Background: an optimization exercise with open tools, aiming at small area and a short achievable clock period. Do not read the settings as production practice. Function was checked by simulation only, so behaviour that the tests miss may differ from the original. No activity file was given, so power comes from the tool's default toggle rates.

==> flow/design.v <==
module mpu #(
  parameter integer NREG = 8
) (
  input  wire                    clk,
  input  wire                    rst_n,
  input  wire                    lock_in,
  input  wire                    prog_en,
  input  wire [$clog2(NREG)-1:0] prog_idx,
  input  wire [31:0]             prog_base,
  input  wire [31:0]             prog_limit,     
  input  wire [2:0]              prog_perm,      
  input  wire                    prog_user_ok,
  input  wire                    prog_is_ispace,
  input  wire [1:0]              cur_priv,       
  input  wire [31:0]             if_addr,
  output wire                    if_allow,
  output wire                    if_is_ispace,
  input  wire [31:0]             d_addr,
  input  wire                    d_is_store,
  output wire                    d_allow,
  output wire                    d_is_ispace
);
  function automatic ge32(input [31:0] a, input [31:0] b);
    reg [31:0] gt, pp;
    integer w, k;
    begin
      gt = a & ~b;
      pp = a | ~b;
      gt[0] = pp[0];
      for (w = 1; w < 32; w = w * 2)
        for (k = 0; k < 32; k = k + 2 * w) begin
          gt[k] = gt[k + w] | (pp[k + w] & gt[k]);
          pp[k] = pp[k + w] & pp[k];
        end
      ge32 = gt[0];
    end
  endfunction
  reg            lock_q;
  reg [NREG-1:0] valid;
  reg [31:0]     base  [NREG];
  reg [31:0]     limit [NREG];
  reg [NREG-1:0] perm_r, perm_w, perm_x, user_ok, is_ispace;
  wire wr = prog_en && !lock_q;
  always @(posedge clk or negedge rst_n) begin
    if (!rst_n) lock_q <= 1'b0; else lock_q <= lock_q | lock_in;
  end
  always @(posedge clk or negedge rst_n) begin
    if (!rst_n) valid <= '0;
    else if (wr) valid[prog_idx] <= 1'b1;
  end
  always @(posedge clk) begin
    if (wr) begin
      base[prog_idx]      <= prog_base;
      limit[prog_idx]     <= prog_limit;
      perm_r[prog_idx]    <= prog_perm[0];
      perm_w[prog_idx]    <= prog_perm[1];
      perm_x[prog_idx]    <= prog_perm[2];
      user_ok[prog_idx]   <= prog_user_ok;
      is_ispace[prog_idx] <= prog_is_ispace;
    end
  end
  wire sup = |cur_priv;
  reg [NREG-1:0] if_hit, d_hit;
  reg [NREG-1:0] if_ok, d_ok;
  integer i;
  always @* begin
    for (i = 0; i < NREG; i = i + 1) begin
      if_hit[i] = valid[i] && ge32(if_addr, base[i]) && ge32(limit[i], if_addr);
      d_hit[i]  = valid[i] && ge32(d_addr, base[i]) && ge32(limit[i], d_addr);
      if_ok[i]  = perm_x[i] && (sup || user_ok[i]);
      d_ok[i]   = (d_is_store ? perm_w[i] : perm_r[i]) && (sup || user_ok[i]);
    end
  end
  function automatic [1:0] pick8(input [7:0] hit, input [7:0] v);
    reg [7:0] h, x;
    integer w, k;
    begin
      h = hit;
      x = hit & v;
      for (w = 1; w < 8; w = w * 2)
        for (k = 0; k < 8; k = k + 2 * w) begin
          x[k] = x[k + w] | (~h[k + w] & x[k]);
          h[k] = h[k + w] | h[k];
        end
      pick8 = {h[0], x[0]};
    end
  endfunction
  wire [1:0] if_a = pick8(if_hit, if_ok);
  wire [1:0] if_s = pick8(if_hit, is_ispace);
  wire [1:0] d_a  = pick8(d_hit, d_ok);
  wire [1:0] d_s  = pick8(d_hit, is_ispace);
  assign if_allow     = if_a[0];
  assign if_is_ispace = if_s[0];
  assign d_allow      = d_a[0];
  assign d_is_ispace  = d_s[0];
endmodule
module harvos_mpu_pair (
  input  wire        clk,
  input  wire        rst_n,
  input  wire        smpuctl_lock,
  input  wire        mpu_prog_en,
  input  wire [2:0]  mpu_prog_idx,
  input  wire [31:0] mpu_prog_base,
  input  wire [31:0] mpu_prog_limit,
  input  wire [2:0]  mpu_prog_perm,       
  input  wire        mpu_prog_user_ok,
  input  wire        mpu_prog_is_ispace,
  input  wire [1:0]  cur_priv,
  input  wire [31:0] if_paddr,
  output wire        if_allow,
  output wire        if_is_ispace,
  input  wire [31:0] d_paddr,
  input  wire        d_is_store,
  output wire        d_allow,
  output wire        d_is_ispace
);
  mpu #(.NREG(8)) u_mpu (
    .clk            (clk),
    .rst_n          (rst_n),
    .lock_in        (smpuctl_lock),
    .prog_en        (mpu_prog_en),
    .prog_idx       (mpu_prog_idx),
    .prog_base      (mpu_prog_base),
    .prog_limit     (mpu_prog_limit),
    .prog_perm      (mpu_prog_perm),
    .prog_user_ok   (mpu_prog_user_ok),
    .prog_is_ispace (mpu_prog_is_ispace),
    .cur_priv       (cur_priv),
    .if_addr        (if_paddr),
    .if_allow       (if_allow),
    .if_is_ispace   (if_is_ispace),
    .d_addr         (d_paddr),
    .d_is_store     (d_is_store),
    .d_allow        (d_allow),
    .d_is_ispace    (d_is_ispace)
  );
endmodule
export LEC_CHECK = 0
export ABC_AREA = 1
export CAP_MARGIN = 20
export CORE_MARGIN = 2
export CORE_UTILIZATION = 40
export CTS_BUF_LIST = sky130_fd_sc_hd__clkbuf_4 sky130_fd_sc_hd__clkbuf_8
export CTS_CLUSTER_DIAMETER = 50
export CTS_CLUSTER_SIZE = 20
export PLACE_DENSITY = 0.6
export SETUP_SLACK_MARGIN = 2.0
export SLEW_MARGIN = 20
create_clock -name core_clock -period 7.0 [get_ports {clk}]
standard.sh (not shown) runs the stock make flow with config.mk's settings and CLKGATE_MAP_FILE= SYNTH_SCRIPT=/design/flow/synth_recipe.tcl, a recipe that flattens the netlist after the stock synthesis.
==> flow/flow/run.sh <==
#!/bin/bash
# Own layout flow: the standard layout, with the port buffers that
# global placement inserts made plain buf_2 cells (the resizer may upsize
# them later) instead of the delay-cell buffers ORFS picks by default.
set -euo pipefail
bash standard.sh synth > synth.log 2>&1
bash standard.sh finish "BUFFER_PORTS_ARGS=-buffer_cell sky130_fd_sc_hd__buf_2" > layout.log 2>&1
Rerun with:
--- a/flow/design.v
+++ b/flow/design.v
@@ -69,23 +69,21 @@
       d_hit[i]  = valid[i] && ge32(d_addr, base[i]) && ge32(limit[i], d_addr);
       if_ok[i]  = perm_x[i] && (sup || user_ok[i]);
       d_ok[i]   = (d_is_store ? perm_w[i] : perm_r[i]) && (sup || user_ok[i]);
     end
   end
   function automatic [1:0] pick8(input [7:0] hit, input [7:0] v);
-    reg [7:0] h, x;
-    integer w, k;
+    reg x;
+    reg [7:0] above;
+    integer k;
     begin
-      h = hit;
-      x = hit & v;
-      for (w = 1; w < 8; w = w * 2)
-        for (k = 0; k < 8; k = k + 2 * w) begin
-          x[k] = x[k + w] | (~h[k + w] & x[k]);
-          h[k] = h[k + w] | h[k];
-        end
-      pick8 = {h[0], x[0]};
+      above[7] = 1'b0;
+      for (k = 6; k >= 0; k = k - 1) above[k] = above[k+1] | hit[k+1];
+      x = 1'b0;
+      for (k = 0; k < 8; k = k + 1) x = x | (hit[k] & v[k] & ~above[k]);
+      pick8 = {|hit, x};
     end
   endfunction
   wire [1:0] if_a = pick8(if_hit, if_ok);
   wire [1:0] if_s = pick8(if_hit, is_ispace);
   wire [1:0] d_a  = pick8(d_hit, d_ok);
   wire [1:0] d_s  = pick8(d_hit, is_ispace);
Effect:
- die area decreases slightly
- final area barely changes
- area after synthesis came out lower slightly
- maximum frequency came out higher slightly
- setup slack improves by 0.037 ns
- utilization went up by 0.52 points
- total power drops slightly
- combinational power is about the same

// harvos_mpu_pair: RTL as listed in full above, without the edits since
export LEC_CHECK = 0
export ABC_AREA = 1
export CAP_MARGIN = 20
export CORE_MARGIN = 2
export CORE_UTILIZATION = 40
export CTS_BUF_LIST = sky130_fd_sc_hd__clkbuf_4 sky130_fd_sc_hd__clkbuf_8
export CTS_CLUSTER_DIAMETER = 50
export CTS_CLUSTER_SIZE = 20
export PLACE_DENSITY = 0.6
export SETUP_SLACK_MARGIN = 2.5
export SLEW_MARGIN = 20
create_clock -name core_clock -period 7.0 [get_ports {clk}]
==> flow/flow/run.sh <==
#!/bin/bash
# Own layout flow: the standard synthesis and layout, with
#  - the port buffers that global placement inserts made plain buf_2 cells
#    (the resizer may upsize them later) instead of ORFS's default pick, a
#    delay cell;
#  - the delay cells and low-power clock inverters kept out of placement,
#    resizing and timing repair, so the resizer uses ordinary buffers and
#    inverters.
set -euo pipefail
bash standard.sh synth > synth.log 2>&1
DU=$(make -s -C "$FLOW_HOME" DESIGN_CONFIG="$PWD/config.mk" WORK_HOME="$PWD/orfs" print-DONT_USE_CELLS | sed 's/^DONT_USE_CELLS: *//')
for c in clkdlybuf4s15_1 clkdlybuf4s15_2 clkdlybuf4s18_1 clkdlybuf4s18_2 clkdlybuf4s25_1 \
         clkdlybuf4s25_2 clkdlybuf4s50_1 clkdlybuf4s50_2 clkinvlp_2 clkinvlp_4 dlygate4sd1_1 \
         dlygate4sd2_1 dlygate4sd3_1 dlymetal6s2s_1 dlymetal6s4s_1 dlymetal6s6s_1; do
  DU="$DU sky130_fd_sc_hd__$c"
done
echo "DONT_USE_CELLS=$DU" > dont_use.log
bash standard.sh finish "BUFFER_PORTS_ARGS=-buffer_cell sky130_fd_sc_hd__buf_2" "DONT_USE_CELLS=$DU" > layout.log 2>&1
The baseline finished clean.
Next try:
--- a/flow/design.v
+++ b/flow/design.v
@@ -21,17 +21,21 @@
   output wire                    d_is_ispace
 );
+  localparam integer RIP = 10;
   function automatic ge32(input [31:0] a, input [31:0] b);
     reg [31:0] gt, pp;
+    reg c;
     integer w, k;
     begin
       gt = a & ~b;
       pp = a | ~b;
-      gt[0] = pp[0];
-      for (w = 1; w < 32; w = w * 2)
-        for (k = 0; k < 32; k = k + 2 * w) begin
+      c = pp[0];
+      for (k = 1; k < RIP; k = k + 1)
+        c = gt[k] | (pp[k] & c);
+      for (w = 1; w < 32 - RIP; w = w * 2)
+        for (k = RIP; k + w < 32; k = k + 2 * w) begin
           gt[k] = gt[k + w] | (pp[k + w] & gt[k]);
           pp[k] = pp[k + w] & pp[k];
         end
-      ge32 = gt[0];
+      ge32 = gt[RIP] | (pp[RIP] & c);
     end
   endfunction
Result: Routed wire length rises by 0.67%. Setup slack gets worse by 310 ps. Count of clock-buffer cells in the layout climbs by 7. Die area came out lower by 2.8%. Final area went down by 5.9%. Worst hold slack gets better by 8.3 ps. Via count falls by 4.5%. Non-clock buffer count went up by 5. Synthesized area came out lower by 2.8%. First-iteration DRC count climbs by 30%. Core utilization drops by 1.4 points.

-- what the ideal ports hide --
The results above use ideal ports. As a check the final layouts listed here were re-extracted and re-timed, cells and wires unchanged.
Step 1 (the two cells are an assumption about what drives the block):
set clk [get_ports {clk}]
set_driving_cell -lib_cell sky130_fd_sc_hd__clkbuf_16 $clk
set_driving_cell -lib_cell sky130_fd_sc_hd__buf_2 [delete_from_list [all_inputs] $clk]
Step 2 adds t to the input delays and takes it off the output delays; t is the mean of the earliest and latest rising clock arrival at the registers after step 1. Input paths then give back, and output paths get back, about the clock's delay inside the block.
Slacks: ideal / step 1 / step 2; pairs: ideal / step 1.
| run | t (ns) | setup slack, ns | hold slack, ns | worst register clock-pin slew, ns | pins driven straight from the clock port |
|---|---|---|---|---|---|
| the first run of note 1 | 0.801 | 2.024 / 1.947 / 1.947 | 0.477 / 0.482 / 0.482 | 0.10 / 0.10 | 1 |
| the second run of note 1 | 0.760 | 2.060 / 1.938 / 1.938 | 0.479 / 0.479 / 0.479 | 0.10 / 0.10 | 1 |
| the first run of note 2 | 0.808 | 2.298 / 2.205 / 2.205 | 0.465 / 0.491 / 0.491 | 0.09 / 0.09 | 1 |
| the second run of note 2 | 0.809 | 1.988 / 1.827 / 1.827 | 0.473 / 0.458 / 0.473 | 0.10 / 0.10 | 1 |
After both steps every run listed still meets setup and hold. The setup slack of the second run of note 2, which loses most, moves by -0.161 ns with the drivers and by -0.161 ns with both steps.
